Background: an optimization exercise with open tools, aiming at small area, a short achievable clock period and few clock cycles per item. Do not read the settings as production practice. Where RTL was checked, it was by simulation tests only, not by an equivalence proof against the original. Only the layout flow was run in runs 3 and 4; the RTL was not checked for function there. Power and IR drop assume default switching activity.

**config.mk**
```make
export PLATFORM = sky130hd
export DESIGN_NAME = cordic_engine
export DESIGN_NICKNAME = cordic_engine
export VERILOG_FILES = /design/flow/design.v
export SDC_FILE = /design/flow/constraint.sdc
export NUM_CORES = 4
export LEC_CHECK = 0
export ABC_AREA = 1
export CAP_MARGIN = 20
export CORE_MARGIN = 2
export CORE_UTILIZATION = 40
export PLACE_DENSITY = 0.6
export SETUP_SLACK_MARGIN = 3.75
export SLEW_MARGIN = 20
```
**design.v**
```verilog
module controller(u, v);
  input [7:0] u;
  wire [7:0] u;
  output [15:0] v;
  wire [15:0] v;
  wire n0;
  wire n1;
  wire n10;
  wire n100;
  wire n101;
  wire n102;
  wire n103;
  wire n104;
  wire n105;
  wire n106;
  wire n107;
  wire n108;
  wire n109;
  wire n11;
  wire n110;
  wire n111;
  wire n112;
  wire n113;
  wire n114;
  wire n115;
  wire n116;
  wire n117;
  wire n118;
  wire n119;
  wire n12;
  wire n120;
  wire n121;
  wire n122;
  wire n123;
  wire n124;
  wire n125;
  wire n126;
  wire n127;
  wire n128;
  wire n129;
  wire n13;
  wire n130;
  wire n131;
  wire n132;
  wire n133;
  wire n134;
  wire n135;
  wire n136;
  wire n137;
  wire n138;
  wire n139;
  wire n14;
  wire n140;
  wire n141;
  wire n142;
  wire n143;
  wire n144;
  wire n145;
  wire n146;
  wire n147;
  wire n148;
  wire n149;
  wire n15;
  wire n150;
  wire n151;
  wire n152;
  wire n153;
  wire n154;
  wire n155;
  wire n156;
  wire n157;
  wire n158;
  wire n159;
  wire n16;
  wire n160;
  wire n161;
  wire n162;
  wire n163;
  wire n164;
  wire n165;
  wire n166;
  wire n167;
  wire n168;
  wire n169;
  wire n17;
  wire n170;
  wire n171;
  wire n172;
  wire n173;
  wire n174;
  wire n175;
  wire n176;
  wire n177;
  wire n178;
  wire n179;
  wire n18;
  wire n180;
  wire n181;
  wire n182;
  wire n183;
  wire n184;
  wire n185;
  wire n186;
  wire n187;
  wire n188;
  wire n189;
  wire n19;
  wire n190;
  wire n191;
  wire n192;
  wire n193;
  wire n194;
  wire n195;
  wire n196;
  wire n197;
  wire n198;
  wire n199;
  wire n2;
  wire n20;
  wire n200;
  wire n201;
  wire n202;
  wire n203;
  wire n204;
  wire n205;
  wire n206;
  wire n207;
  wire n208;
  wire n209;
  wire n21;
  wire n210;
  wire n211;
  wire n212;
  wire n213;
  wire n214;
  wire n215;
  wire n216;
  wire n217;
  wire n218;
  wire n219;
  wire n22;
  wire n220;
  wire n221;
  wire n222;
  wire n223;
  wire n224;
  wire n225;
  wire n226;
  wire n227;
  wire n228;
  wire n229;
  wire n23;
  wire n230;
  wire n231;
  wire n232;
  wire n233;
  wire n234;
  wire n235;
  wire n236;
  wire n237;
  wire n238;
  wire n239;
  wire n24;
  wire n240;
  wire n241;
  wire n242;
  wire n243;
  wire n244;
  wire n245;
  wire n246;
  wire n247;
  wire n248;
  wire n249;
  wire n25;
  wire n250;
  wire n251;
  wire n252;
  wire n253;
  wire n254;
  wire n255;
  wire n256;
  wire n257;
  wire n258;
  wire n259;
  wire n26;
  wire n260;
  wire n261;
  wire n262;
  wire n263;
  wire n264;
  wire n265;
  wire n266;
  wire n267;
  wire n268;
  wire n269;
  wire n27;
  wire n270;
  wire n271;
  wire n272;
  wire n273;
  wire n274;
  wire n275;
  wire n276;
  wire n277;
  wire n278;
  wire n279;
  wire n28;
  wire n280;
  wire n281;
  wire n282;
  wire n283;
  wire n284;
  wire n285;
  wire n286;
  wire n287;
  wire n288;
  wire n289;
  wire n29;
  wire n290;
  wire n291;
  wire n292;
  wire n293;
  wire n294;
  wire n295;
  wire n296;
  wire n297;
  wire n298;
  wire n299;
  wire n3;
  wire n30;
  wire n300;
  wire n301;
  wire n302;
  wire n303;
  wire n304;
  wire n305;
  wire n306;
  wire n307;
  wire n308;
  wire n309;
  wire n31;
  wire n310;
  wire n311;
  wire n312;
  wire n313;
  wire n314;
  wire n315;
  wire n316;
  wire n317;
  wire n318;
  wire n319;
  wire n32;
  wire n320;
  wire n321;
  wire n322;
  wire n323;
  wire n324;
  wire n325;
  wire n326;
  wire n327;
  wire n328;
  wire n329;
  wire n33;
  wire n330;
  wire n331;
  wire n332;
  wire n333;
  wire n334;
  wire n335;
  wire n336;
  wire n337;
  wire n338;
  wire n339;
  wire n34;
  wire n340;
  wire n341;
  wire n342;
  wire n343;
  wire n344;
  wire n345;
  wire n346;
  wire n347;
  wire n348;
  wire n349;
  wire n35;
  wire n350;
  wire n351;
  wire n352;
  wire n353;
  wire n354;
  wire n355;
  wire n356;
  wire n357;
  wire n358;
  wire n359;
  wire n36;
  wire n360;
  wire n361;
  wire n362;
  wire n363;
  wire n364;
  wire n365;
  wire n366;
  wire n367;
  wire n368;
  wire n369;
  wire n37;
  wire n370;
  wire n371;
  wire n372;
  wire n373;
  wire n374;
  wire n375;
  wire n376;
  wire n377;
  wire n378;
  wire n379;
  wire n38;
  wire n380;
  wire n381;
  wire n382;
  wire n383;
  wire n384;
  wire n385;
  wire n386;
  wire n387;
  wire n388;
  wire n389;
  wire n39;
  wire n390;
  wire n391;
  wire n392;
  wire n393;
  wire n394;
  wire n395;
  wire n396;
  wire n397;
  wire n398;
  wire n399;
  wire n4;
  wire n40;
  wire n400;
  wire n401;
  wire n402;
  wire n403;
  wire n404;
  wire n405;
  wire n406;
  wire n407;
  wire n408;
  wire n409;
  wire n41;
  wire n410;
  wire n411;
  wire n412;
  wire n413;
  wire n414;
  wire n415;
  wire n416;
  wire n417;
  wire n418;
  wire n419;
  wire n42;
  wire n420;
  wire n421;
  wire n422;
  wire n423;
  wire n424;
  wire n425;
  wire n426;
  wire n427;
  wire n428;
  wire n429;
  wire n43;
  wire n430;
  wire n431;
  wire n432;
  wire n433;
  wire n434;
  wire n435;
  wire n436;
  wire n437;
  wire n438;
  wire n439;
  wire n44;
  wire n440;
  wire n441;
  wire n442;
  wire n443;
  wire n444;
  wire n445;
  wire n446;
  wire n447;
  wire n448;
  wire n449;
  wire n45;
  wire n450;
  wire n451;
  wire n452;
  wire n453;
  wire n454;
  wire n455;
  wire n456;
  wire n457;
  wire n458;
  wire n459;
  wire n46;
  wire n460;
  wire n461;
  wire n462;
  wire n463;
  wire n464;
  wire n465;
  wire n466;
  wire n467;
  wire n468;
  wire n469;
  wire n47;
  wire n470;
  wire n471;
  wire n472;
  wire n473;
  wire n474;
  wire n475;
  wire n476;
  wire n477;
  wire n478;
  wire n479;
  wire n48;
  wire n480;
  wire n481;
  wire n482;
  wire n483;
  wire n484;
  wire n485;
  wire n486;
  wire n487;
  wire n488;
  wire n489;
  wire n49;
  wire n490;
  wire n491;
  wire n492;
  wire n493;
  wire n494;
  wire n495;
  wire n496;
  wire n497;
  wire n498;
  wire n499;
  wire n5;
  wire n50;
  wire n500;
  wire n501;
  wire n502;
  wire n503;
  wire n504;
  wire n505;
  wire n506;
  wire n507;
  wire n508;
  wire n509;
  wire n51;
  wire n510;
  wire n511;
  wire n512;
  wire n513;
  wire n514;
  wire n515;
  wire n516;
  wire n517;
  wire n518;
  wire n519;
  wire n52;
  wire n520;
  wire n521;
  wire n522;
  wire n523;
  wire n524;
  wire n525;
  wire n526;
  wire n527;
  wire n528;
  wire n529;
  wire n53;
  wire n530;
  wire n54;
  wire n55;
  wire n56;
  wire n57;
  wire n58;
  wire n59;
  wire n6;
  wire n60;
  wire n61;
  wire n62;
  wire n63;
  wire n64;
  wire n65;
  wire n66;
  wire n67;
  wire n68;
  wire n69;
  wire n7;
  wire n70;
  wire n71;
  wire n72;
  wire n73;
  wire n74;
  wire n75;
  wire n76;
  wire n77;
  wire n78;
  wire n79;
  wire n8;
  wire n80;
  wire n81;
  wire n82;
  wire n83;
  wire n84;
  wire n85;
  wire n86;
  wire n87;
  wire n88;
  wire n89;
  wire n9;
  wire n90;
  wire n91;
  wire n92;
  wire n93;
  wire n94;
  wire n95;
  wire n96;
  wire n97;
  wire n98;
  wire n99;
  assign n49 = ~(n484 | n506);
  assign n48 = ~((n52 | n202) & n49);
  assign n47 = ~((n48 | n50) & (n53 | n55));
  assign n46 = u[1] ? n475 : n289;
  assign n45 = n289 | u[1];
  assign n44 = n292 & ~(n45);
  assign n43 = n506 & ~(n382);
  assign n42 = ~((n43 & n423) | (n44 & n393));
  assign n41 = ~((n46 | n352) & n42);
  assign n40 = n47 & ~(n41);
  assign v[4] = ~(n40 & n56);
  assign n39 = n44 | n210;
  assign n38 = ~((n225 & n341) | n39);
  assign n37 = n477 & ~(u[2]);
  assign n36 = n37 & n489;
  assign n35 = ~((n202 | n475) & n36);
  assign n34 = ~((n193 & n435) | n35);
  assign n33 = ~((n335 & u[0]) | n229);
  assign n32 = n462 | n475;
  assign n31 = ~((n32 | n33) & n249);
  assign n30 = n31 | n34;
  assign n29 = n355 & ~(n30);
  assign v[11] = ~((n38 | n399) & n29);
  assign n28 = u[1] & ~(n413);
  assign n27 = n53 | n312;
  assign n26 = ~((n28 & u[4]) | n27);
  assign n25 = ~n484;
  assign n24 = n257 & ~(n313);
  assign n23 = ~((n24 | n25) & n331);
  assign n22 = n26 & ~(n23);
  assign n21 = ~((n289 & n471) | n362);
  assign n20 = n353 & ~(n229);
  assign n19 = n491 | ~(n20);
  assign n18 = n19 | n21;
  assign n17 = ~(n69 & n378);
  assign n16 = n259 ? n504 : n17;
  assign n15 = n16 | n18;
  assign n14 = ~((n16 & n18) | n436);
  assign n13 = ~((n14 & n15) | (n22 & n304));
  assign n12 = u[3] ? n503 : n416;
  assign n11 = ~((n415 | n426) & n12);
  assign n10 = n475 ? n471 : n382;
  assign n9 = ~((n87 | n475) & n10);
  assign n8 = u[7] & ~(n340);
  assign n7 = ~((n8 & n451) | n326);
  assign n6 = ~((n433 | n450) & n7);
  assign n5 = ~((n9 & n11) | n6);
  assign n4 = ~((n452 | u[1]) & n5);
  assign v[10] = n4 | n13;
  assign n3 = ~(n450 & n502);
  assign n2 = ~((n3 & u[6]) | n494);
  assign n1 = ~n391;
  assign n0 = n228 | n399;
  assign n530 = ~((n307 & n1) | n0);
  assign n529 = n186 | n470;
  assign n528 = ~((n529 | n307) & n166);
  assign n527 = ~n377;
  assign n526 = u[7] & ~(n422);
  assign n525 = ~((n526 & n527) | (n116 & n500));
  assign n524 = ~((n391 | n494) & n456);
  assign n523 = ~((n524 & n266) | n151);
  assign n522 = ~((n525 | n1) & n523);
  assign n521 = n454 & ~(n376);
  assign n520 = ~((n123 & n207) | (n297 & n447));
  assign n519 = n521 | ~(n520);
  assign n518 = n474 & ~(n432);
  assign n517 = ~((n108 | n518) & n399);
  assign n516 = ~(n256 & n328);
  assign n515 = n517 & ~(n516);
  assign n514 = ~((n181 | n197) & n378);
  assign n513 = ~((n390 & n235) | n514);
  assign n512 = ~((n515 | n519) & n513);
  assign n511 = ~((n333 | n504) & u[1]);
  assign n510 = n511 | n519;
  assign n509 = ~((n510 & n512) | n142);
  assign n508 = ~((n285 | n289) & n509);
  assign n507 = ~((n522 & n528) | n508);
  assign v[7] = ~((n530 | n2) & n507);
  assign n506 = u[7] | u[6];
  assign n505 = u[6] | ~(u[2]);
  assign n504 = ~u[3];
  assign n503 = ~(u[5] & u[4]);
  assign n502 = n503 | n504;
  assign n501 = ~(n502 | n505);
  assign v[15] = n501 | n506;
  assign n500 = ~(u[4] | u[3]);
  assign n499 = u[5] & u[6];
  assign n498 = ~(n499 & n500);
  assign n497 = n498 | u[1];
  assign n496 = ~((n497 | u[2]) & u[5]);
  assign n495 = ~(u[2] & u[3]);
  assign n494 = ~n495;
  assign n493 = ~u[4];
  assign n492 = n506 | n493;
  assign n491 = n494 & ~(n492);
  assign n490 = ~(u[0] | u[1]);
  assign n489 = ~(n490 & n503);
  assign n488 = ~n489;
  assign n487 = n488 | ~(n491);
  assign n486 = ~n487;
  assign n485 = ~((n486 & n496) | u[7]);
  assign v[14] = ~((n491 | n496) & n485);
  assign n484 = u[5] & u[2];
  assign n483 = ~u[7];
  assign n482 = u[5] | u[2];
  assign n481 = n482 | n483;
  assign n480 = n481 & ~(n484);
  assign n479 = ~n490;
  assign n478 = ~(u[5] | u[2]);
  assign n477 = ~(u[4] & u[7]);
  assign n476 = n504 & ~(n477);
  assign n475 = ~u[6];
  assign n474 = u[4] | ~(u[3]);
  assign n473 = n475 & ~(n474);
  assign n472 = ~((n473 | n476) & n478);
  assign n471 = u[5] | ~(u[2]);
  assign n470 = n471 | u[3];
  assign n469 = n470 | n475;
  assign n468 = ~((n469 & n472) | n479);
  assign n467 = ~(u[4] | u[0]);
  assign n466 = u[4] & u[1];
  assign n465 = ~((n466 & u[3]) | n467);
  assign n464 = ~n465;
  assign n463 = u[7] & u[3];
  assign n462 = n482 & ~(n484);
  assign n461 = n463 & ~(n462);
  assign n460 = n470 & ~(u[6]);
  assign n459 = ~n460;
  assign n458 = ~((n459 | n461) & (n464 | n468));
  assign n457 = n458 & ~(n480);
  assign n456 = n471 | n504;
  assign n455 = u[5] | u[4];
  assign n454 = n455 ^ n475;
  assign n453 = n493 & ~(n454);
  assign n452 = n456 | ~(n453);
  assign n451 = u[3] | ~(u[1]);
  assign n450 = n451 | n493;
  assign n449 = ~((n450 | n506) & n452);
  assign n448 = ~n463;
  assign n447 = u[3] & ~(u[2]);
  assign n446 = ~n447;
  assign n445 = ~(u[4] | u[7]);
  assign n444 = n445 & ~(u[6]);
  assign n443 = ~n444;
  assign n442 = ~((n443 | n446) & (n448 | u[5]));
  assign n441 = u[1] & ~(u[0]);
  assign n440 = ~n441;
  assign n439 = n440 | n442;
  assign n438 = ~(n439 | n449);
  assign n437 = n438 & ~(n457);
  assign n436 = ~u[0];
  assign n435 = ~u[5];
  assign n434 = n506 | n435;
  assign n433 = n434 & ~(n476);
  assign n432 = u[5] | ~(u[6]);
  assign n431 = u[4] & ~(n432);
  assign n430 = n433 & ~(n431);
  assign n429 = n463 & ~(n482);
  assign n428 = n430 & ~(n429);
  assign n427 = n428 | u[1];
  assign n426 = ~n467;
  assign n425 = n442 & ~(n426);
  assign n424 = ~n466;
  assign n423 = u[5] & ~(u[4]);
  assign n422 = ~(u[2] | u[3]);
  assign n421 = ~((n422 | u[6]) & n423);
  assign n420 = ~((n424 | u[0]) & n421);
  assign n419 = n420 | n425;
  assign n418 = n419 | ~(n458);
  assign n417 = ~((n427 | n436) & n418);
  assign n416 = u[1] | ~(u[4]);
  assign n415 = u[3] | ~(u[5]);
  assign n414 = n415 | n416;
  assign n413 = u[2] | ~(u[6]);
  assign n412 = ~((n415 & n416) | n413);
  assign n411 = ~((n412 & n414) | n436);
  assign n410 = u[5] & ~(u[6]);
  assign n409 = ~(u[5] | u[7]);
  assign n408 = n409 | n410;
  assign n407 = u[2] & ~(u[5]);
  assign n406 = ~(u[6] | u[1]);
  assign n405 = u[3] & ~(u[7]);
  assign n404 = ~((n405 | n406) & n407);
  assign n403 = ~((n408 | n450) & n404);
  assign n402 = n411 & ~(n403);
  assign n401 = n471 | n506;
  assign n400 = n401 | ~(n402);
  assign n399 = ~u[2];
  assign n398 = ~(n500 & n399);
  assign n397 = ~((n398 | n432) & n400);
  assign n396 = u[3] | u[1];
  assign n395 = n483 & ~(n396);
  assign n394 = u[2] ? u[5] : u[4];
  assign n393 = ~(u[6] | u[2]);
  assign n392 = n463 | ~(n393);
  assign n391 = ~(u[5] & u[1]);
  assign n390 = u[4] & u[0];
  assign n389 = n390 & n391;
  assign n388 = ~((n389 & n392) | (n394 & n395));
  assign n387 = n506 & ~(n399);
  assign n386 = n387 & ~(n406);
  assign n385 = u[0] & ~(u[3]);
  assign n384 = ~(u[4] & u[2]);
  assign n383 = n384 & ~(n385);
  assign n382 = u[2] | u[1];
  assign n381 = ~(u[5] & u[7]);
  assign n380 = n381 | ~(n382);
  assign n379 = ~((n380 | n383) & (n386 | n388));
  assign n378 = ~u[1];
  assign n377 = n378 & ~(n455);
  assign n376 = u[2] | ~(u[0]);
  assign n375 = n376 & ~(n432);
  assign n374 = ~n432;
  assign n373 = ~((n376 | n374) & n448);
  assign n372 = ~((n373 | n375) & n377);
  assign n371 = ~((n416 | u[7]) & n503);
  assign n370 = u[1] | ~(u[5]);
  assign n369 = u[4] & ~(u[5]);
  assign n368 = ~((n369 & n396) | (n370 & n447));
  assign n367 = n368 | u[6];
  assign n366 = n371 & ~(n367);
  assign n365 = n366 | ~(n372);
  assign n364 = ~(n365 | n379);
  assign n363 = n364 & ~(n397);
  assign v[3] = ~((n417 | n437) & n363);
  assign n362 = ~n500;
  assign n361 = n475 & ~(n471);
  assign n360 = ~n361;
  assign n359 = ~((n360 | n362) & (n497 | u[2]));
  assign n358 = ~n381;
  assign n357 = n463 & ~(n493);
  assign n356 = n357 | n358;
  assign n355 = ~(n356 | n359);
  assign n354 = n355 | n382;
  assign n353 = u[6] | ~(u[5]);
  assign n352 = n490 | n495;
  assign n351 = n495 & n499;
  assign n350 = ~((n351 | n493) & (n352 | n353));
  assign n349 = n471 & ~(n390);
  assign n348 = ~(u[6] | u[0]);
  assign n347 = ~(u[3] & u[1]);
  assign n346 = n347 | n348;
  assign n345 = ~(n346 | n349);
  assign n344 = n345 | u[7];
  assign n343 = n344 | n350;
  assign n342 = n354 & ~(n343);
  assign n341 = n342 | n486;
  assign v[13] = ~n341;
  assign n340 = u[4] | u[2];
  assign n339 = n384 & n340;
  assign n338 = ~(u[6] & u[3]);
  assign n337 = n436 & ~(n338);
  assign n336 = ~((n337 & n339) | n468);
  assign n335 = ~n451;
  assign n334 = n482 | n493;
  assign n333 = n334 | n506;
  assign n332 = n378 ? n475 : n506;
  assign n331 = n332 | n455;
  assign n330 = ~((n331 | n495) & (n333 | n335));
  assign n329 = u[2] | ~(u[5]);
  assign n328 = n329 | n474;
  assign n327 = ~(u[6] & u[1]);
  assign n326 = ~((n327 | n328) & n381);
  assign n325 = n451 | u[2];
  assign n324 = ~((n325 | n432) & (n326 | n328));
  assign n323 = n324 | n330;
  assign n322 = n336 & ~(n323);
  assign n321 = ~((n347 | n355) & n322);
  assign n320 = u[0] & u[1];
  assign n319 = ~((n320 | n432) & n353);
  assign n318 = ~(u[4] & u[3]);
  assign n317 = n319 & ~(n318);
  assign n316 = n506 | ~(n500);
  assign n315 = ~((n398 | u[0]) & n316);
  assign n314 = ~((n315 | n317) & n479);
  assign n313 = ~(u[4] | u[1]);
  assign n312 = n313 & n410;
  assign n311 = u[7] & u[1];
  assign n310 = ~((n311 & u[4]) | n312);
  assign n309 = ~((n310 & n314) | n393);
  assign n308 = n309 | n397;
  assign n307 = n308 | n321;
  assign n306 = n320 & ~(u[2]);
  assign n305 = ~((n306 | u[4]) & n358);
  assign n304 = n436 & ~(n366);
  assign n303 = n495 & ~(n422);
  assign n302 = n435 & ~(n313);
  assign n301 = n410 | n445;
  assign n300 = n301 | n302;
  assign n299 = ~((n300 | n303) & n497);
  assign n298 = ~n503;
  assign n297 = u[7] & ~(n455);
  assign n296 = ~((n297 | n298) & n504);
  assign n295 = ~(n296 | n299);
  assign n294 = n295 | ~(n304);
  assign n293 = u[3] | ~(u[4]);
  assign n292 = ~(n293 & n474);
  assign n291 = ~((n292 & n306) | (u[2] & n436));
  assign n290 = n506 & ~(n291);
  assign n289 = u[5] | u[7];
  assign n288 = n289 | u[0];
  assign n287 = ~(n288 | n505);
  assign n286 = n287 | n299;
  assign n285 = ~((n286 | n290) & n294);
  assign n284 = ~(n285 & n305);
  assign v[8] = n284 | n307;
  assign n283 = ~n396;
  assign n282 = ~n330;
  assign n281 = ~n405;
  assign n280 = ~((n413 & n505) | n424);
  assign n279 = ~((n280 | n377) & n281);
  assign n278 = ~((n279 & n382) | n503);
  assign n277 = ~((n370 | n506) & n279);
  assign n276 = ~((n277 | n278) & u[0]);
  assign n275 = ~n316;
  assign n274 = n435 & ~(n416);
  assign n273 = ~((n374 & n445) | n358);
  assign n272 = n274 | ~(n273);
  assign n271 = n381 & n447;
  assign n270 = n436 & ~(n271);
  assign n269 = ~((n270 & n272) | n275);
  assign n268 = ~((n269 & n276) | (n282 & n283));
  assign n267 = ~(n359 & n436);
  assign n266 = u[4] & u[6];
  assign n265 = n266 | n297;
  assign n264 = n311 | n467;
  assign n263 = ~((u[4] & n483) | n264);
  assign n262 = ~((n263 | n265) & (n274 | u[2]));
  assign n261 = n466 & ~(n432);
  assign n260 = ~(n381 & u[0]);
  assign n259 = n260 | n261;
  assign n258 = ~((n409 & n500) | n259);
  assign n257 = n474 | u[6];
  assign n256 = n257 | u[7];
  assign n255 = ~((n256 & n258) | (n262 & n267));
  assign n254 = ~n393;
  assign n253 = n347 | u[5];
  assign n252 = n391 | n445;
  assign n251 = ~n408;
  assign n250 = n447 & ~(n345);
  assign n249 = ~((n320 | n251) & n250);
  assign n248 = ~((n249 & n254) | (n252 & n253));
  assign n247 = ~n476;
  assign n246 = n444 & ~(n329);
  assign n245 = n477 & ~(n246);
  assign n244 = n265 & ~(n462);
  assign n243 = n245 & ~(n244);
  assign n242 = ~((n243 | n396) & (n258 | n247));
  assign n241 = n242 | n248;
  assign n240 = n241 | n255;
  assign v[2] = n240 | n268;
  assign n239 = n498 & ~(n461);
  assign n238 = ~((n360 | n362) & n239);
  assign n237 = ~(n238 | n324);
  assign n236 = ~((n237 & n285) | n440);
  assign n235 = ~n470;
  assign n234 = ~((n271 | u[2]) & (n434 | u[3]));
  assign n233 = n415 & ~(n444);
  assign n232 = ~((n313 | n483) & n233);
  assign n231 = ~((n232 & n234) | (n235 & u[6]));
  assign n230 = ~((n231 & n427) | (n331 & n436));
  assign n229 = u[5] & ~(n293);
  assign n228 = n377 & ~(u[0]);
  assign n227 = n445 & ~(n495);
  assign n226 = ~((n490 | n435) & n227);
  assign n225 = ~((n226 | n228) & (n416 | n446));
  assign n224 = ~((n229 & n382) | n225);
  assign n223 = n345 | ~(n479);
  assign n222 = ~((n456 & n481) | n493);
  assign n221 = n302 | n413;
  assign n220 = ~((n424 & u[0]) | n221);
  assign n219 = ~(n352 | n421);
  assign n218 = ~((n361 & n395) | n219);
  assign n217 = n220 | ~(n218);
  assign n216 = ~((n222 & n223) | n217);
  assign n215 = ~((n224 | u[6]) & n216);
  assign n214 = n215 | n230;
  assign v[5] = n214 | n236;
  assign n213 = ~((n453 | n298) & n479);
  assign n212 = n223 | n350;
  assign n211 = ~n431;
  assign n210 = ~((n385 | n211) & (n251 | n489));
  assign n209 = n483 & ~(n210);
  assign n208 = ~((n209 & n212) | (n213 & n495));
  assign n207 = u[6] & ~(u[0]);
  assign n206 = ~((n207 | n450) & (n293 | n435));
  assign n205 = n206 | n278;
  assign n204 = n482 & ~(n393);
  assign n203 = ~((n205 | n208) & n204);
  assign n202 = ~n455;
  assign n201 = u[6] ? u[5] : u[7];
  assign n200 = ~((n201 | n446) & (n202 | n483));
  assign n199 = n354 & ~(n200);
  assign v[12] = ~(n199 & n203);
  assign n198 = ~n327;
  assign n197 = u[3] | ~(u[2]);
  assign n196 = ~n197;
  assign n195 = ~((n196 & n298) | (n317 & u[1]));
  assign n194 = ~((n195 | n198) & n436);
  assign n193 = n406 | n444;
  assign n192 = n292 & ~(n196);
  assign n191 = ~n357;
  assign n190 = n398 & n481;
  assign n189 = ~((n190 | n378) & (n191 | n399));
  assign n188 = ~((n192 & n193) | n189);
  assign n187 = n188 & ~(n194);
  assign n186 = ~n416;
  assign n185 = ~n474;
  assign n184 = ~((n370 | n506) & (n432 | n185));
  assign n183 = ~((n184 & n493) | (n186 & n447));
  assign n182 = ~((n183 & n402) | n187);
  assign n181 = u[4] | ~(u[7]);
  assign n180 = n181 & n328;
  assign n179 = n253 & ~(n283);
  assign n178 = ~((n179 | n436) & n506);
  assign n177 = n267 & ~(n178);
  assign n176 = u[1] & ~(u[2]);
  assign n175 = n176 | ~(n404);
  assign n174 = n504 & ~(n289);
  assign n173 = n398 & ~(n186);
  assign n172 = ~((n313 & n399) | (n441 & n474));
  assign n171 = ~((n172 | n432) & (n173 | n381));
  assign n170 = ~((n174 & n175) | n171);
  assign n169 = ~((n177 | n180) & n170);
  assign v[1] = n169 | n182;
  assign n168 = n455 & ~(n483);
  assign n167 = n168 & ~(n325);
  assign n166 = n436 & ~(n167);
  assign n165 = ~n462;
  assign n164 = u[2] & u[1];
  assign n163 = n473 & ~(n164);
  assign n162 = ~((n360 | n424) & (n407 | n477));
  assign n161 = ~((n163 & n165) | n162);
  assign n160 = n494 ? n445 : n358;
  assign n159 = n164 | n493;
  assign n158 = n159 | ~(n351);
  assign n157 = ~(n158 & n333);
  assign n156 = ~((n160 & n378) | n157);
  assign n155 = ~((n340 & n451) | (u[5] & n399));
  assign n154 = n316 & ~(n455);
  assign n153 = n155 | ~(n154);
  assign n152 = ~((n327 | n474) & u[0]);
  assign n151 = n152 | n501;
  assign n150 = n153 & ~(n151);
  assign n149 = ~((n150 & n156) | (n161 & n166));
  assign n148 = ~(n265 & n235);
  assign n147 = n378 & ~(n357);
  assign n146 = ~((n432 | n446) & n147);
  assign n145 = ~(n146 | n287);
  assign n144 = n462 | n483;
  assign n143 = ~n144;
  assign n142 = u[5] & ~(n245);
  assign n141 = ~((n142 | n143) & u[0]);
  assign n140 = n393 | ~(n381);
  assign n139 = n288 & n434;
  assign n138 = ~((n140 | n462) & n139);
  assign n137 = u[5] & ~(n303);
  assign n136 = ~((n422 | u[5]) & n207);
  assign n135 = u[1] & ~(n476);
  assign n134 = n135 & ~(n491);
  assign n133 = ~((n136 | n137) & n134);
  assign n132 = ~((n138 & n500) | n133);
  assign n131 = ~((n132 & n141) | (n145 & n148));
  assign v[6] = n131 | n149;
  assign n130 = v[8] & ~(n436);
  assign n129 = n455 ? n483 : n201;
  assign n128 = ~(n495 & u[1]);
  assign n127 = n128 | n229;
  assign n126 = n127 | n129;
  assign n125 = u[3] ? n503 : n434;
  assign n124 = n125 | n176;
  assign n123 = n423 & ~(n399);
  assign n122 = ~((n123 | n361) & n395);
  assign n121 = n436 & ~(n261);
  assign n120 = ~((n293 | n482) & n121);
  assign n119 = n122 & ~(n120);
  assign n118 = n443 & ~(n266);
  assign n117 = ~((n118 | u[1]) & n338);
  assign n116 = n378 ? u[6] : n413;
  assign n115 = n116 | ~(n229);
  assign n114 = n115 & ~(n152);
  assign n113 = ~((n332 | n368) & n114);
  assign n112 = ~((n117 & n484) | n113);
  assign n111 = ~((n112 & n354) | (n119 & n124));
  assign n110 = n451 | ~(n432);
  assign n109 = ~n382;
  assign n108 = n409 & ~(n293);
  assign n107 = n108 | n473;
  assign n106 = n320 | ~(n495);
  assign n105 = ~((n106 & n297) | (n107 & n109));
  assign n104 = ~((n110 | n144) & n105);
  assign n103 = ~((n366 & u[2]) | n104);
  assign n102 = n103 & ~(n111);
  assign v[0] = ~((n126 | n130) & n102);
  assign n101 = ~n348;
  assign n100 = n423 | ~(n347);
  assign n99 = ~((n100 & n341) | n101);
  assign n98 = ~n334;
  assign n97 = ~((n123 & u[1]) | n98);
  assign n96 = ~((n198 & n185) | n275);
  assign n95 = ~((n96 | u[5]) & (n254 | n503));
  assign n94 = n411 & ~(n95);
  assign n93 = ~((n97 | n281) & n94);
  assign n92 = n462 & ~(n424);
  assign n91 = ~(n207 & n470);
  assign n90 = n91 | n155;
  assign n89 = ~((n90 | n92) & (n93 | n449));
  assign n88 = ~((n479 | n399) & n483);
  assign n87 = ~n164;
  assign n86 = ~((n435 & u[0]) | n87);
  assign n85 = u[4] ? u[7] : u[3];
  assign n84 = ~((n85 | n86) & n334);
  assign n83 = n88 & ~(n84);
  assign n82 = ~n423;
  assign n81 = ~((n196 & n82) | (n98 & n348));
  assign n80 = ~((n339 | n408) & n81);
  assign n79 = ~((n289 | n475) & n378);
  assign n78 = ~((n303 & n436) | n79);
  assign n77 = ~((n78 & n80) | (n83 & n372));
  assign v[9] = ~((n89 | n99) & n77);
  assign n76 = ~((n430 & n480) | n451);
  assign n75 = u[6] & ~(u[1]);
  assign n74 = ~((n75 & n462) | n447);
  assign n73 = ~(n327 | n423);
  assign n72 = n271 & ~(n73);
  assign n71 = ~n506;
  assign n70 = n399 ? n500 : n423;
  assign n69 = ~(n506 & u[3]);
  assign n68 = ~((n69 | n384) & u[0]);
  assign n67 = ~((n70 & n71) | n68);
  assign n66 = ~((n72 | n74) & n67);
  assign n65 = ~((n358 | n283) & n347);
  assign n64 = ~((n283 & n408) | n65);
  assign n63 = n382 | n475;
  assign n62 = n327 | n478;
  assign n61 = n338 & ~(n429);
  assign n60 = ~((n61 & n62) | (n63 & u[4]));
  assign n59 = n60 | n64;
  assign n58 = n59 | n330;
  assign n57 = n58 | n278;
  assign n56 = ~((n57 | n194) & (n66 | n76));
  assign n55 = n495 & ~(n506);
  assign n54 = n432 | n490;
  assign n53 = ~(n54 | n293);
  assign n52 = u[0] | ~(u[2]);
  assign n51 = ~((n52 & n500) | n423);
  assign n50 = u[1] & ~(n51);
endmodule
module cordic_engine
#(
    parameter IO_BW=32
)
(
    clk,
    rst_n,
    phase,
    mode,
    pop,
    valid_in,
    valid_out,
    result
);
input   clk;
input   rst_n;
input   valid_in;
input   [IO_BW-1:0] phase;
input   [2:0] mode;
output  [IO_BW-1:0] result;
output reg valid_out;
output reg pop;
wire [9:0] p = phase[9:0];
wire dbl = (mode == 3'd2) | (mode == 3'd3) | (mode == 3'd4);    
wire zer = (mode > 3'd4);
function gt;
    input [9:0] a;
    input [9:0] k;
    integer i;
    begin
        gt = 1'b0;
        for (i = 0; i < 10; i = i + 1)
            gt = k[i] ? (a[i] & gt) : (a[i] | gt);
    end
endfunction
wire g1 = gt(p, 10'd90),  g2 = gt(p, 10'd180), g3 = gt(p, 10'd270), g4 = gt(p, 10'd360);
wire g5 = gt(p, 10'd450), g6 = gt(p, 10'd540), g7 = gt(p, 10'd630);
wire [2:0] r = {g4, (g2 & ~g4) | g6, (g1 & ~g2) | (g3 & ~g4) | (g5 & ~g6) | g7};
wire [7:0] pp = zer ? 8'd0 : dbl ? {p[6:0], 1'b0} : p[7:0];
reg       v1;
reg [7:0] pp1;
reg [2:0] r1;
reg       c0, c1, c2, c3, c4;    
always @(posedge clk) begin
    if (!rst_n) begin
        v1  <= 1'b0;
        pop <= 1'b1;
    end else begin
        v1  <= valid_in;
        pop <= 1'b0;
    end
    pp1 <= pp;
    r1  <= r;
    c0  <= (mode == 3'd0);
    c1  <= (mode == 3'd1);
    c2  <= (mode == 3'd2);
    c3  <= (mode == 3'd3);
    c4  <= (mode == 3'd4);
end
wire [9:0] lut;
assign lut[0] = (c0 & ((r1[1]))) |
    (c1 & ((~r1[1]))) |
    ((c2 | c3) & ((~r1[0]))) |
    (c4 & ((r1[0])));
assign lut[1] = 1'b0;
assign lut[2] = c1 |
    (c2 | c3);
assign lut[3] = (c0 & ((~r1[2] & r1[1]) | (r1[2] & ~r1[1]))) |
    (c1 & ((~r1[2] & r1[1]) | (r1[2] & ~r1[1]))) |
    ((c2 | c3) & ((~r1[1] & r1[0]) | (r1[1] & ~r1[0]))) |
    (c4 & ((~r1[1] & r1[0]) | (r1[1] & ~r1[0])));
assign lut[4] = (c0 & ((r1[2]))) |
    (c1 & ((~r1[1]))) |
    ((c2 | c3) & ((~r1[2] & ~r1[0]) | (r1[2] & r1[0]))) |
    (c4 & ((~r1[2] & r1[1]) | (r1[2] & ~r1[1])));
assign lut[5] = (c0 & ((~r1[2] & r1[1]))) |
    (c1 & ((~r1[2] & ~r1[1]) | (r1[2] & r1[1]))) |
    ((c2 | c3) & ((~r1[2] & ~r1[1] & ~r1[0]) | (~r1[2] & r1[1] & r1[0]) | (r1[2] & ~r1[1] & r1[0]) | (r1[2] & r1[1] & ~r1[0]))) |
    (c4 & ((~r1[1] & r1[0]) | (r1[2] & ~r1[1]) | (r1[2] & r1[0])));
assign lut[6] = (c0 & ((r1[1]))) |
    (c1 & ((r1[1]))) |
    ((c2 | c3) & ((~r1[2] & r1[0]) | (~r1[1] & r1[0]) | (r1[2] & r1[1] & ~r1[0]))) |
    (c4 & ((~r1[2] & r1[0]) | (r1[2] & r1[1] & ~r1[0])));
assign lut[7] = (c0 & ((r1[2]))) |
    (c1 & ((~r1[2] & ~r1[1]) | (r1[2] & r1[1]))) |
    ((c2 | c3) & ((~r1[1] & ~r1[0]) | (~r1[2] & r1[1] & r1[0]) | (r1[2] & ~r1[0]))) |
    (c4 & ((r1[1])));
assign lut[8] = (c0 & ((r1[1]))) |
    (c1 & ((~r1[1]))) |
    ((c2 | c3) & ((~r1[0]))) |
    (c4 & ((r1[0])));
assign lut[9] = (c0 & ((r1[2]))) |
    (c1 & ((~r1[2] & r1[1]) | (r1[2] & ~r1[1]))) |
    (c2 & ((~r1[1] & ~r1[0]) | (r1[1] & r1[0]))) |
    (c3 & ((~r1[1] & r1[0]) | (r1[1] & ~r1[0]))) |
    (c4 & ((r1[1])));
wire [7:0] u = (pp1 ^ {8{lut[8]}}) + lut[7:0];
reg       v2, inv2, sh2, m23_2, isx2;
reg [7:0] u2;
always @(posedge clk) begin
    if (!rst_n) v2 <= 1'b0;
    else        v2 <= v1;
    u2    <= u;
    inv2  <= lut[9] & ~(c4 & (r1 == 3'd3) & (pp1 == 8'd208));
    sh2   <= c2 | c3 | c4;
    m23_2 <= c2 | c3;
    isx2  <= c1 | c2 | c3;
end
wire [15:0] t;
controller controller (.u(u2), .v(t));
wire sp = isx2 & (u2 == 8'd90);
reg        v3, inv3, sh3, m23_3;
reg [15:0] t3;
always @(posedge clk) begin
    if (!rst_n) v3 <= 1'b0;
    else        v3 <= v2;
    t3    <= {t[15:3], sp ? 3'b100 : t[2:0]};
    inv3  <= inv2;
    sh3   <= sh2;
    m23_3 <= m23_2;
end
reg  [14:0] r_lo;
reg         r15, rs;
always @(posedge clk) begin
    if (!rst_n) valid_out <= 1'b0;
    else        valid_out <= v3;
    r_lo <= (sh3 ? t3[15:1] : t3[14:0]) ^ {15{inv3}};
    r15  <= sh3 ? (m23_3 ^ inv3) : (t3[15] ^ inv3);
    rs   <= ~m23_3 & inv3;
end
assign result = {{16{rs}}, r15, r_lo};
endmodule
```
**run.sh**
```bash
#!/bin/bash
# synth_recipe.tcl (not shown) runs the flow's synth.tcl, then flattens the netlist and writes it again
# the make line also repeats each setting of config.mk as NAME=value (left out here)
make -C /OpenROAD-flow-scripts/flow DESIGN_CONFIG=/design/flow/config.mk WORK_HOME=/design/flow/orfs CLKGATE_MAP_FILE= SYNTH_SCRIPT=/design/flow/synth_recipe.tcl finish
```
**constraint.sdc**
```tcl
create_clock -name core_clock -period 6.0 [get_ports {clk}]
set_input_delay 1.2000 -clock core_clock [delete_from_list [all_inputs] [get_ports {clk}]]
set_output_delay 1.2000 -clock core_clock [all_outputs]
set_load 0.01 [all_outputs]
```
==> results of run 1 <==
==> flip-flops by register name (all words and copies together), names as in the netlist, 3 cells and up <==
name,count
t3,16
r_lo,15
pp1,8
u2,8
r1,3
==> area by class of cell <==
| class | count | area (sq um) | area share [%] |
|---|---|---|---|
| multi-input combinational | 644 | 3850 | 54.0 |
| sequential | 69 | 1400 | 19.7 |
| timing repair buffer | 92 | 863 | 12.1 |
| inverter | 105 | 438 | 6.14 |
| clock buffer | 9 | 225 | 3.16 |
| tap | 180 | 225 | 3.16 |
| clock inverter | 7 | 121 | 1.70 |
| antenna | 1 | 2.50 | 0.0351 |
==> cells in the mapped netlist, types with 2 or more instances <==
cell	count
nor2_4	3
o21ai_1	6
inv_1	93
a22oi_1	2
nand2_1	184
clkbuf_1	6
a21oi_1	68
nor4_1	3
nand2_2	8
a211oi_1	6
a21oi_2	3
buf_4	25
buf_6	5
o31ai_1	3
nor2_1	75
xor2_1	27
o22ai_1	10
o221ai_1	2
inv_4	3
mux2i_1	2
ha_1	33
xnor2_1	2
dfxtp_1	69
a31oi_1	7
nor3_1	15
nand3_1	34
nand4_1	20
o2111ai_1	6
o211ai_1	11
o21ai_0	82
o41ai_1	3
inv_2	9
buf_2	12
nor2_2	6
or2_2	3
nor3b_1	2
==> what timing repair did <==
| action | 4_1_cts | 5_1_grt |
|---|---|---|
| buffers inserted | 10 | 24 |
| endpoints found under the setup margin | 61 | 40 |
| pin swaps | 3 | 12 |
| gates resized for setup | 85 | 87 |
| cloned | 1 | 0 |
==> cell families after synthesis <==
logic type / Yosys count / synth area share, %
buffers and inverters: 154 / 12.9
AND/OR/NAND/NOR: 358 / 27.6
flip-flops: 69 / 24.3
XOR/XNOR: 30 / 4.76
multiplexers: 2 / 0.353
adder cells (fa/ha/maj): 34 / 7.63
AO/OA/AOI/OAI: 220 / 22.4
==> metal layers <==
layer	up-vias	routed length, microns
li1	3021	-
met1	3014	9940
met2	535	10100
met3	133	3490
met4	0	1490
met5	-	0
==> critical path, stage by stage, from the launching register on <==
cell	delay, ps
dfxtp_1	320
buf_6	280
inv_1	240
nand2_4	190
nand2_1	110
nand4_1	140
nand2_1	130
o21ai_0	530
nand4_1	190
==> metrics by stage <==
step	worst slack (ps)	area, sq um	hold slack [ps]
final	3700	7130	323
after global routing	3680	7130	324
after CTS	3590	6700	320
after detailed placement	3040	6120	312
after global placement	2940	6120	312
after floorplan	3800	5680	310
==> report_power, final <==
group	leakage [nW]	switching [mW]	internal (mW)
Clock	0.170	0.198	0.408
Combinational	2.60	2.15	1.00
Sequential	0.580	0.0856	0.623
Total	3.35	2.43	2.03
==> final timing paths <==
kind	to	startpoint	slack, ps
setup / recovery	t3[2]	u2[7]	3700
hold / removal	inv3	inv2	320
setup reg to reg	t3[2]	u2[7]	3700
hold reg to reg	inv3	inv2	320
==> flow_summary.json, run 1 <==
{
  "status": "complete, no violations",
  "cp_max_fo": 21,
  "fin_setup_tns_ps": 0,
  "use_met1_pct": 43.2,
  "maxCapViolations": 0,
  "grt_max_degree": 31,
  "synth_top_cell_by_area": "dfxtp_1",
  "drv_slew": 0,
  "final.period_utilization_pct": 38.3,
  "grt_pass1_vias": 6123,
  "hp-class": "register to register",
  "die-area_sq_um": 15200,
  "vias": 6703,
  "endpoint_kind": "register",
  "max_freq_mhz": 435,
  "utilization_pct": 51.4,
  "drc": 0,
  "syn_inst": 867,
  "path_class": "register to register",
  "synth_ff_type": "dfxtp_1",
  "grt_busiest_layer": "met2",
  "cts.path.max_buffers": 2,
  "vias_per_cell": 6.06,
  "p_per_area_nw_per_um2": 626,
  "port_buffers": 49,
  "synth-edff-count": 0,
  "clk_pin_slew_ps": 60,
  "insertion_delay_ps": 330,
  "final_common_cell": "nand2_1",
  "cts_tree": "built",
  "syn_nets": 939,
  "dp_cells": 1055,
  "top_level_ports": 72,
  "fin_nets": 993,
  "power_leakage_nw": 3.35,
  "first_pass_iters": 6,
  "fin_cells": 1107,
  "hold_path_depth": 0,
  "drive_gt1_share_pct": 17.5,
  "area_growth_pct": 25.7,
  "worst_pin_slew_ps": 820,
  "routed_wl_mm": 25.0,
  "power_mw": 4.46,
  "rsz0062_at_grt": "true",
  "synth_area_leaders": "dfxtp_1, nand2_1, ha_1",
  "grt.met3_usage_pct": 13.8,
  "drt_iter0_markers": 975,
  "ctsHoldBuffers": 0,
  "gp_congestion": 1.10,
  "synth-async-reset-ratio_pct": 0,
  "finalSetupViolCount": 0,
  "overflow": 0,
  "dpl.hpwl_mm": 18.2,
  "die_y_microns": 123,
  "start_util_pct": 40.9,
  "cp.arrival_ps": 2470,
  "ant_nets": 0,
  "layout_min_cycle_time_ps": 2300,
  "wl_per_cell_microns": 22.6,
  "ys_seq_area_share_pct": 24.3,
  "critPathLaunchType": "register",
  "hold_viol_final": 0,
  "yosysWarningCount": 1,
  "htree_levels": 3,
  "die_width_microns": 123,
  "cts-root-buf": "clkbuf_16",
  "gr-usage-met2_pct": 47.1,
  "synthDistinctLibCells": 55,
  "coreArea_sq_um": 13900,
  "synth.cell_area_sq_um": 5680,
  "rows": 43,
  "track_usage_pct": 33.0,
  "numCtsBuffers": 9,
  "avgSynthCellArea_sq_um": 6.55,
  "final_cell_mix": "nand2_1, inv_1, o21ai_0",
  "clock-sinks": 69,
  "rr_worst_depth": 8,
  "ys_ff_latch": 69,
  "grt_first_pass_wirelength_mm": 36.7,
  "relSlewSlack_pct": 45.3,
  "synth_top_area_share_pct": 24.3,
  "antenna_found_initial": 1,
  "vdd_ir_drop_max_v": 0.000285,
  "skew_ps": 6.60,
  "fillers": 1460,
  "worstPathRequired_ps": 6170
}
Testbench counts, summed over its fixed seeds: cycles 16,032, items 16,000.
==> run 2: changes to the inputs <==
--- a/config.mk
+++ b/config.mk
@@ -12,3 +12,3 @@
 export PLACE_DENSITY = 0.6
-export SETUP_SLACK_MARGIN = 3.75
+export SETUP_SLACK_MARGIN = 3.9
 export SLEW_MARGIN = 20
==> flow_summary.json, run 2 <==
{
  "start_util_pct": 40.9,
  "synthDistinctLibCells": 55,
  "top_level_ports": 72,
  "p_int_mw": 2.20,
  "ctsHoldBuffers": 0,
  "dp_cells": 1055,
  "dpl.hpwl_mm": 17.5,
  "cts.path.max_buffers": 2,
  "cts_tree": "built",
  "clkPwrFrac_pct": 12.2,
  "ys_ff_latch": 69,
  "largest_register_ffs": 16,
  "pwr-share-seq_pct": 14.8,
  "hp-class": "register to register",
  "die-area_sq_um": 15200,
  "vias_per_cell": 6.13,
  "yosysWarningCount": 1,
  "netSwitchingFraction_pct": 53.7,
  "final_common_cell": "nand2_1",
  "grt_busiest_layer": "met2",
  "ys_top_cells_by_count": "nand2_1, inv_1, o21ai_0, nor2_1, dfxtp_1",
  "fin_setup_tns_ps": 0,
  "regMostFlops": "t3",
  "synth_top_cell_by_area": "dfxtp_1",
  "hold_viol_final": 0,
  "coreArea_sq_um": 13900,
  "reg.largest.list": "t3 (16), r_lo (15)",
  "use_met1_pct": 43.3,
  "final.period_utilization_pct": 36.3,
  "gr-usage-met2_pct": 45.5,
  "cts-root-buf": "clkbuf_16",
  "overflow": 0,
  "max_freq_mhz": 459,
  "p_per_area_nw_per_um2": 630,
  "synth_area_leaders": "dfxtp_1, nand2_1, ha_1",
  "endpoint_kind": "output port",
  "grt.met3_usage_pct": 15.7,
  "htree_levels": 3,
  "rsz0062_at_grt": "true",
  "antenna_found_initial": 2,
  "power_switching_mw": 2.55,
  "port_buffers": 49,
  "dp_slack_ps": 3090,
  "vias": 6956,
  "worstPathRequired_ps": 4800,
  "finalSetupViolCount": 0,
  "cp.arrival_ps": 980,
  "syn_nets": 939,
  "maxCapViolations": 0,
  "synth.cell_area_sq_um": 5680,
  "layout_min_cycle_time_ps": 2180,
  "power_leakage_nw": 3.52,
  "relSlewSlack_pct": 43.8,
  "wl_per_cell_microns": 22.7,
  "die_width_microns": 123,
  "combPwrFrac_pct": 73.0,
  "avgSynthCellArea_sq_um": 6.55,
  "numCtsBuffers": 9,
  "synth-async-reset-ratio_pct": 0,
  "syn_inst": 867,
  "ys_seq_area_share_pct": 24.3,
  "grt_pass1_vias": 6085,
  "final_cell_mix": "nand2_1, inv_1, o21ai_0",
  "drv_slew": 0,
  "critPathLaunchType": "register",
  "grt_first_pass_wirelength_mm": 36.5,
  "status": "complete, no violations",
  "fin_nets": 1020,
  "synth_ff_type": "dfxtp_1",
  "path_class": "register to output port",
  "clk_pin_slew_ps": 60,
  "synth_top_area_share_pct": 24.3,
  "drc": 0,
  "drt_iter0_markers": 996,
  "routed_wl_mm": 25.7,
  "clock-sinks": 69,
  "fin_ws_ps": 3820,
  "insertion_delay_ps": 330,
  "fin_cells": 1134,
  "gp_congestion": 1.11,
  "synth-edff-count": 0,
  "track_usage_pct": 33.2,
  "worst_pin_slew_ps": 841,
  "grt_max_degree": 31,
  "cp_max_fo": 8,
  "area_growth_pct": 33.2,
  "drive_gt1_share_pct": 25.7,
  "die_y_microns": 123,
  "rr_worst_depth": 11,
  "rows": 43,
  "hold_path_depth": 0,
  "skew_ps": 6.28,
  "power_mw": 4.76,
  "ant_nets": 0,
  "vdd_ir_drop_max_v": 0.000278,
  "yosysMostFrequentCell": "nand2_1",
  "first_pass_iters": 8
}
## run 2: worst max-delay path, cell delays in order, from the launching register on
cell and delay, ps:
dfxtp_4 380, buf_8 150, buf_6 110
## run 2: final timing paths
check                           slack [ps]  start          to
worst min register to register         330  m23_2       m23_3
worst max register to register        3830  u2[0]       t3[7]
worst max-delay path                  3820     rs  result[31]
worst min-delay path                   330  m23_2       m23_3
## run 2: per-stage QoR
stage / instance area, sq um / util [%] / hold slack [ps]
6_report: 7560 / 54.5 / 325
2_1_floorplan: 5690 / - / 310
3_3_place_gp: 6130 / 44.2 / 311
3_5_place_dp: 6130 / 44.2 / 312
5_1_grt: 7560 / 54.4 / 331
4_1_cts: 7020 / 50.6 / 326
## run 2: logic make-up after synthesis
logic type / synth area share, %
flip-flops: 24.3
AND/OR/NAND/NOR: 27.6
AO/OA/AOI/OAI: 22.4
adder cells (fa/ha/maj): 7.63
XOR/XNOR: 4.76
buffers and inverters: 12.9
multiplexers: 0.353
## run 2: timing repair
item | in CTS | in global routing
pin swaps | 9 | 24
buffers inserted | 27 | 30
resized for setup | 221 | 106
setup endpoints to repair | 65 | 57
endpoints found under the hold margin | 0 | 0
cloned | 2 | 3
## run 2: power by group through the flow
stage	sequential (mW)	clock (mW)	combinational [mW]
after floorplan	0.717	0	1.66
after global placement	0.686	0	2.70
after detailed placement	0.689	0	2.58
after CTS	0.694	0.595	2.91
after global routing	0.724	0.619	3.58
final	0.706	0.579	3.47
## run 2: area by class of cell
cell class	count	area (sq um)
Clock buffer	9	225
Fill cell	1385	6320
Sequential cell	69	1410
Timing Repair Buffer	117	1120
Inverter	105	469
Multi-Input combinational cell	646	4010
Clock inverter	7	106
Antenna cell	1	2.50
Tap cell	180	225
## run 2: routing by layer
layer	up-vias	wire length, microns
met4	0	1890
li1	3081	-
met5	-	0
met2	613	10100
met1	3079	9680
met3	183	4050
==> run 3: changes to the inputs <==
--- a/design.v
+++ b/design.v
@@ -1206,3 +1206,3 @@
 reg  [14:0] r_lo;
-reg         r15, rs;
+reg         r15, rs, rsv;
 always @(posedge clk) begin
@@ -1213,4 +1213,5 @@
     rs   <= ~m23_3 & inv3;
+    rsv  <= ~m23_3 & inv3 & v3;    
 end
-assign result = {{16{rs}}, r15, r_lo};
+assign result = {{8{rs}}, {8{rsv}}, r15, r_lo};
 endmodule
--- a/config.mk
+++ b/config.mk
@@ -12,3 +12,3 @@
 export PLACE_DENSITY = 0.6
-export SETUP_SLACK_MARGIN = 3.9
+export SETUP_SLACK_MARGIN = 3.8
 export SLEW_MARGIN = 20
==> flow_summary.json, run 3 <==
{
  "port_buffers": 49,
  "wl_met1_mm": 9.98,
  "drt_iter0_markers": 968,
  "grt_max_degree": 31,
  "gp_congestion": 1.08,
  "r2r-end": "t3[1]",
  "fin_cells": 1108,
  "fin_nets": 995,
  "final.period_utilization_pct": 37.8,
  "antenna_cells": 0,
  "die_y_microns": 124,
  "synthDistinctLibCells": 58,
  "layout_min_cycle_time_ps": 2270,
  "crit_path_frequent_cell": "nand2_1",
  "worst_path_max_delay_cell": "o41ai_1",
  "vias": 6637,
  "yosys.area_share.simple_pct": 28.6,
  "relSlewSlack_pct": 44.8,
  "max_freq_mhz": 440,
  "path_class": "register to register",
  "worst-path-buf-inv": 3,
  "synth_top_cell_by_area": "dfxtp_1",
  "ant_nets": 0,
  "cts_tree": "built",
  "ys_seq_area_share_pct": 24.4,
  "insertion_delay_ps": 330,
  "first_pass_iters": 6,
  "p_per_area_nw_per_um2": 631,
  "worst_pin_slew_ps": 827,
  "power_leakage_nw": 3.30,
  "synth_ff_type": "dfxtp_1",
  "synth-xor-area-share_pct": 4.70,
  "cp_max_fo": 20,
  "hold_viol_final": 0,
  "final_common_cell": "nand2_1",
  "yosys.area_share.adder_pct": 7.52,
  "drv_slew": 0,
  "critical_path.cell_chain": "buf_6 -> clkinvlp_4 -> buf_4 -> nand2_1 -> nand2_1 -> nand2_1 -> nand2_1 -> o41ai_1 -> a21oi_1",
  "start_util_pct": 41.1,
  "htree_levels": 3,
  "fin_ws_ps": 3730,
  "syn_inst": 877,
  "muxShareOfSynthArea_pct": 0.348,
  "ctsHoldBuffers": 0,
  "finalSetupViolCount": 0,
  "worstPathRequired_ps": 6170,
  "ys_top_cells_by_count": "nand2_1, inv_1, o21ai_0, nor2_1, dfxtp_1",
  "synth-async-reset-ratio_pct": 0,
  "met3WireLength_mm": 3.86,
  "cp.arrival_ps": 2440,
  "status": "complete, no violations",
  "netSwitchingFraction_pct": 55.2,
  "combPwrFrac_pct": 72.0,
  "p_int_mw": 2.02,
  "routed-wl-met2_mm": 10.3,
  "regMostFlops": "t3",
  "fin_setup_tns_ps": 0,
  "min-delay-start": "sh2",
  "synth_compound_area_share_pct": 21.5,
  "yosysWarningCount": 1,
  "fillers": 1470,
  "hold_path_depth": 0,
  "top_level_ports": 72,
  "die-area_sq_um": 15400,
  "avgSynthCellArea_sq_um": 6.56,
  "die_width_microns": 124,
  "overflow": 0,
  "wl_per_cell_microns": 22.8,
  "routed_wl_mm": 25.3,
  "critPathLaunchType": "register",
  "timing.rr.start": "u2[7]",
  "clock-sinks": 70,
  "largest_register_ffs": 16,
  "maxCapViolations": 0,
  "rows": 43,
  "rsz0062_at_grt": "true",
  "vias_per_cell": 5.99,
  "min_to": "sh3",
  "dp_slack_ps": 3200,
  "grt_pass1_vias": 6124,
  "syn_nets": 949,
  "cts-root-buf": "clkbuf_16",
  "antenna_found_initial": 0,
  "skew_ps": 6.68,
  "highest_layer": "met4",
  "synth.cell_area_sq_um": 5750,
  "coreArea_sq_um": 14000,
  "reg.largest.list": "t3 (16), r_lo (15)",
  "synth_top_family_by_area": "simple AND/OR/NAND/NOR gates",
  "dp_cells": 1065,
  "power_switching_mw": 2.48,
  "ys_ff_latch": 70,
  "hp-class": "register to register",
  "clkPwrFrac_pct": 11.8,
  "drc": 0,
  "cts.path.max_buffers": 2,
  "synth-edff-count": 0,
  "synth_area_leaders": "dfxtp_1, nand2_1, ha_1",
  "yosysMostFrequentCell": "nand2_1",
  "grt_first_pass_wirelength_mm": 36.5,
  "r2r_setup_slack_ps": 3730,
  "numCtsBuffers": 9,
  "drive_gt1_share_pct": 20.8,
  "clk_pin_slew_ps": 60,
  "dpl.hpwl_mm": 18.4,
  "area_growth_pct": 24.0,
  "pwr-share-seq_pct": 16.2,
  "slowest_delay_ps": 570,
  "final_cell_mix": "nand2_1, o21ai_0, inv_1",
  "crit_family": "compound AO/OA/AOI/OAI gates",
  "synth_top_area_share_pct": 24.4,
  "rr_worst_depth": 9,
  "endpoint_kind": "register",
  "track_usage_pct": 32.8,
  "vdd_ir_drop_max_v": 0.000446
}
run 3: kinds of logic (layout without fill, tap and decap cells):
family	after synthesis	count (layout)
buffers and inverters	155	206
XOR/XNOR	30	30
multiplexers	2	2
flip-flops	70	70
AND/OR/NAND/NOR	375	375
adder cells (fa/ha/maj)	34	34
AO/OA/AOI/OAI	211	211
run 3: cell type report:
cell class / count / area [sq um] / area share, %
well taps: 180 / 225 / 3.16
clock inverters: 6 / 68.8 / 0.965
multi-input cells: 652 / 3950 / 55.3
inverters: 105 / 433 / 6.07
flip-flops and latches: 70 / 1430 / 20.0
repair buffers: 85 / 795 / 11.1
clock buffers: 10 / 239 / 3.35
run 3: how the worst max path moves through the flow:
stage	endpoint	cells after the start	slack, ps	from
after floorplan	u2[7]	10	3820	r1[0]
after global placement	t3[5]	10	3090	u2[2]
after detailed placement	t3[11]	12	3200	u2[3]
after CTS	t3[11]	12	3710	u2[3]
after global routing	u2[6]	13	3670	c3
final	t3[1]	9	3730	u2[7]
run 3: per-layer routing:
metal	track usage [%]	vias to the layer above
li1	-	3019
met1	44.2	2979
met2	46.0	538
met3	13.6	101
met4	13.3	0
met5	0	-
run 3: worst reg2reg max path, delay by kind of cell, from the launching register on:
kind | cells | cell delay (ps)
AO/OA/AOI/OAI | 2 | 770
buffers and inverters | 3 | 700
AND/OR/NAND/NOR | 4 | 330
flip-flops | 1 | 320
run 3: per-stage QoR:
step | instance area [sq um] | hold slack [ps] | utilization [%] | total power, mW
finish | 7130 | 326 | 51.0 | 4.50
global route | 7130 | 333 | 51.0 | 4.67
CTS | 6810 | 326 | 48.7 | 4.10
detailed placement | 6200 | 312 | 44.3 | 3.35
global placement | 6200 | 312 | 44.3 | 3.45
floorplan | 5760 | 310 | - | 2.39
run 3: power groups by stage:
stage | combinational (mW) | clock [mW] | sequential (mW)
2_1_floorplan | 1.67 | 0 | 0.722
3_3_place_gp | 2.73 | 0 | 0.713
3_5_place_dp | 2.63 | 0 | 0.719
4_1_cts | 2.83 | 0.545 | 0.721
5_1_grt | 3.36 | 0.566 | 0.744
6_report | 3.24 | 0.533 | 0.728
run 3: timing repair:
action | 4_1_cts | 5_1_grt
gates cloned | 2 | 0
gates resized for setup | 113 | 93
endpoints found under the hold margin | 0 | 0
setup endpoints to repair | 64 | 41
setup buffers | 6 | 19
pin swaps | 5 | 12
==> run 4: changes to the inputs <==
--- a/config.mk
+++ b/config.mk
@@ -10,4 +10,4 @@
 export CORE_MARGIN = 2
-export CORE_UTILIZATION = 40
-export PLACE_DENSITY = 0.6
+export CORE_UTILIZATION = 50
+export PLACE_DENSITY = 0.7
 export SETUP_SLACK_MARGIN = 3.8
==> flow_summary.json, run 4 <==
{
  "overflow": 0,
  "dpl.hpwl_mm": 17.9,
  "cts-root-buf": "clkbuf_16",
  "track_usage_pct": 40.6,
  "endpoint_kind": "register",
  "area_growth_pct": 29.2,
  "drive_gt1_share_pct": 22.9,
  "vdd_ir_drop_max_v": 0.000357,
  "path_class": "register to register",
  "r2r-end": "t3[0]",
  "hold_path_depth": 0,
  "die_width_microns": 111,
  "reg.largest.list": "t3 (16), r_lo (15)",
  "fin_ws_ps": 3720,
  "syn_inst": 877,
  "yosysMostFrequentCell": "nand2_1",
  "regMostFlops": "t3",
  "cts.path.max_buffers": 2,
  "rows": 39,
  "clock-sinks": 70,
  "maxCapViolations": 0,
  "port_buffers": 49,
  "skew_ps": 6.55,
  "coreArea_sq_um": 11300,
  "htree_levels": 3,
  "critPathLaunchType": "register",
  "fin_setup_tns_ps": 0,
  "yosysWarningCount": 1,
  "start_util_pct": 50.8,
  "drc": 0,
  "hold_viol_final": 0,
  "worst_pin_slew_ps": 896,
  "relSlewSlack_pct": 40.2,
  "cp_max_fo": 11,
  "synthDistinctLibCells": 58,
  "hold_ws_ps": 326,
  "largest_register_ffs": 16,
  "numCtsBuffers": 9,
  "drt_iter0_markers": 1510,
  "drv_slew": 0,
  "power_mw": 4.72,
  "routed_wl_mm": 27.1,
  "dp_slack_ps": 3180,
  "power_leakage_nw": 3.50,
  "top_level_ports": 72,
  "vias": 7352,
  "die-area_sq_um": 12400,
  "first_pass_iters": 9,
  "synth.cell_area_sq_um": 5750,
  "critPathCapture": "t3[0]",
  "ys_top_cells_by_count": "nand2_1, inv_1, o21ai_0, nor2_1, dfxtp_1",
  "avgSynthCellArea_sq_um": 6.56,
  "cp.arrival_ps": 2460,
  "status": "complete, no violations",
  "synth-async-reset-ratio_pct": 0,
  "crit_start": "u2[3]",
  "rsz0062_at_grt": "true",
  "synth_top_area_share_pct": 24.4,
  "worstPathRequired_ps": 6180,
  "ant_nets": 0,
  "wl_per_cell_microns": 24.7,
  "max_freq_mhz": 438,
  "synth_ff_type": "dfxtp_1",
  "layout_min_cycle_time_ps": 2280,
  "utilization_pct": 65.7,
  "die_y_microns": 111,
  "synth-edff-count": 0,
  "synth_top_cell_by_area": "dfxtp_1",
  "antenna_cells": 0,
  "final_cell_mix": "nand2_1, o21ai_0, inv_1",
  "r2r_setup_slack_ps": 3720,
  "ys_ff_latch": 70,
  "timing.rr.start": "u2[3]",
  "grt_first_pass_wirelength_mm": 38.4,
  "syn_nets": 949,
  "clk_pin_slew_ps": 60,
  "final.period_utilization_pct": 38.1,
  "ys_seq_area_share_pct": 24.4,
  "synth_area_leaders": "dfxtp_1, nand2_1, ha_1",
  "grt_pass1_vias": 6653,
  "fin_nets": 1022,
  "antenna_found_initial": 0,
  "finalSetupViolCount": 0,
  "gp_congestion": 1.17,
  "final_common_cell": "nand2_1",
  "insertion_delay_ps": 330,
  "cts_tree": "built",
  "hp-class": "register to register",
  "grt_max_degree": 31,
  "p_per_area_nw_per_um2": 634,
  "rr_worst_depth": 10,
  "vias_per_cell": 6.70
}
run 4: cell counts after synthesis:
Identical to the previous run, type by type.
run 4: worst max-delay path: stages (launching register included):
cell	delay, ps
dfxtp_4	370
buf_12	150
inv_12	60
ha_4	190
buf_4	150
nand2_2	60
nand4_1	270
nand2_2	270
o2111ai_2	180
a21oi_2	300
a21oi_2	110
run 4: per-layer routing:
| metal | vias up | global-route usage (%) | wire, microns | part of all wire, % |
|---|---|---|---|---|
| met3 | 237 | 15.7 | 4240 | 16 |
| met5 | - | 0 | 0 | 0 |
| li1 | 3068 | - | - | - |
| met2 | 749 | 60.0 | 11000 | 41 |
| met4 | 0 | 24.1 | 2280 | 8.4 |
| met1 | 3298 | 50.0 | 9570 | 35 |
run 4: cells by family after synthesis:
group           after synthesis  share of synthesized area [%]
fa+ha+maj                    34                           7.52
compound gates              211                           21.5
simple gates                375                           28.6
mux                           2                          0.348
flops                        70                           24.4
xor+xnor                     30                           4.70
buf+inv                     155                           12.9
run 4: worst min-delay path by stage:
stage	from	endpoint	slack, ps
detailed placement	m23_2	m23_3	310
floorplan	inv2	inv3	310
global route	sh2	sh3	330
CTS	m23_2	m23_3	330
finish	m23_2	m23_3	330
global placement	m23_2	m23_3	310
run 4: power breakdown:
part           switching [mW]  internal [mW]  leakage (nW)
clock                   0.204          0.367         0.153
combinational            2.25           1.17          2.75
sequential             0.0910          0.632         0.591
total                    2.55           2.17          3.50
run 4: layout make-up:
class / instances / area, sq um
multi-input combinational: 652 / 3960
clock buffer: 10 / 229
timing repair buffer: 112 / 1080
fill: 975 / 3890
clock inverter: 6 / 93.8
inverter: 105 / 457
sequential: 70 / 1440
tap: 143 / 179
run 4: repair_timing:
| item | CTS | global route |
|---|---|---|
| pin swaps | 3 | 26 |
| cloned | 2 | 1 |
| setup buffers | 11 | 40 |
| resized for setup | 110 | 102 |
| hold buffers | 0 | 0 |
| setup endpoints to repair | 63 | 42 |
| endpoints found under the hold margin | 0 | 0 |
run 4: metrics by stage:
stage          cells  cell area (sq um)
5_1_grt         1098               7430
2_1_floorplan    877               5760
3_5_place_dp    1028               6160
4_1_cts         1057               6830
3_3_place_gp    1028               6160
6_report        1098               7430

afterwards: timing with drivers on the ports:
Ports are ideal in the flow. The routed layouts listed here were re-timed in OpenROAD. Step 1, drivers: a clkbuf_16 drives clk and a buf_2 each remaining input, both assumed. Step 2, shift: input delay + t, output delay - t, t = (earliest + latest rising clock arrival at the registers) / 2. This alone moves slack from input paths to output paths. Three values: ideal ports, drivers, drivers and shift; two values: the first two.
run | t (ns) | setup slack, ns | latest minus earliest clock arrival (ns) | worst data-port slew with drivers (ns) | cell pins on the clock port's net
run 1 | 0.358 | 3.699 / 3.699 / 3.554 | 0.007 / 0.007 | 0.03 | 1
run 2 | 0.375 | 3.823 / 3.780 / 3.618 | 0.007 / 0.006 | 0.03 | 1
run 3 | 0.365 | 3.730 / 3.730 / 3.533 | 0.007 / 0.007 | 0.03 | 1
run 4 | 0.372 | 3.716 / 3.716 / 3.534 | 0.007 / 0.006 | 0.06 | 1
After both steps setup and hold are still met in every run listed. The setup slack of run 2, which loses most, moves by -0.043 ns with the drivers and by -0.205 ns with both steps.
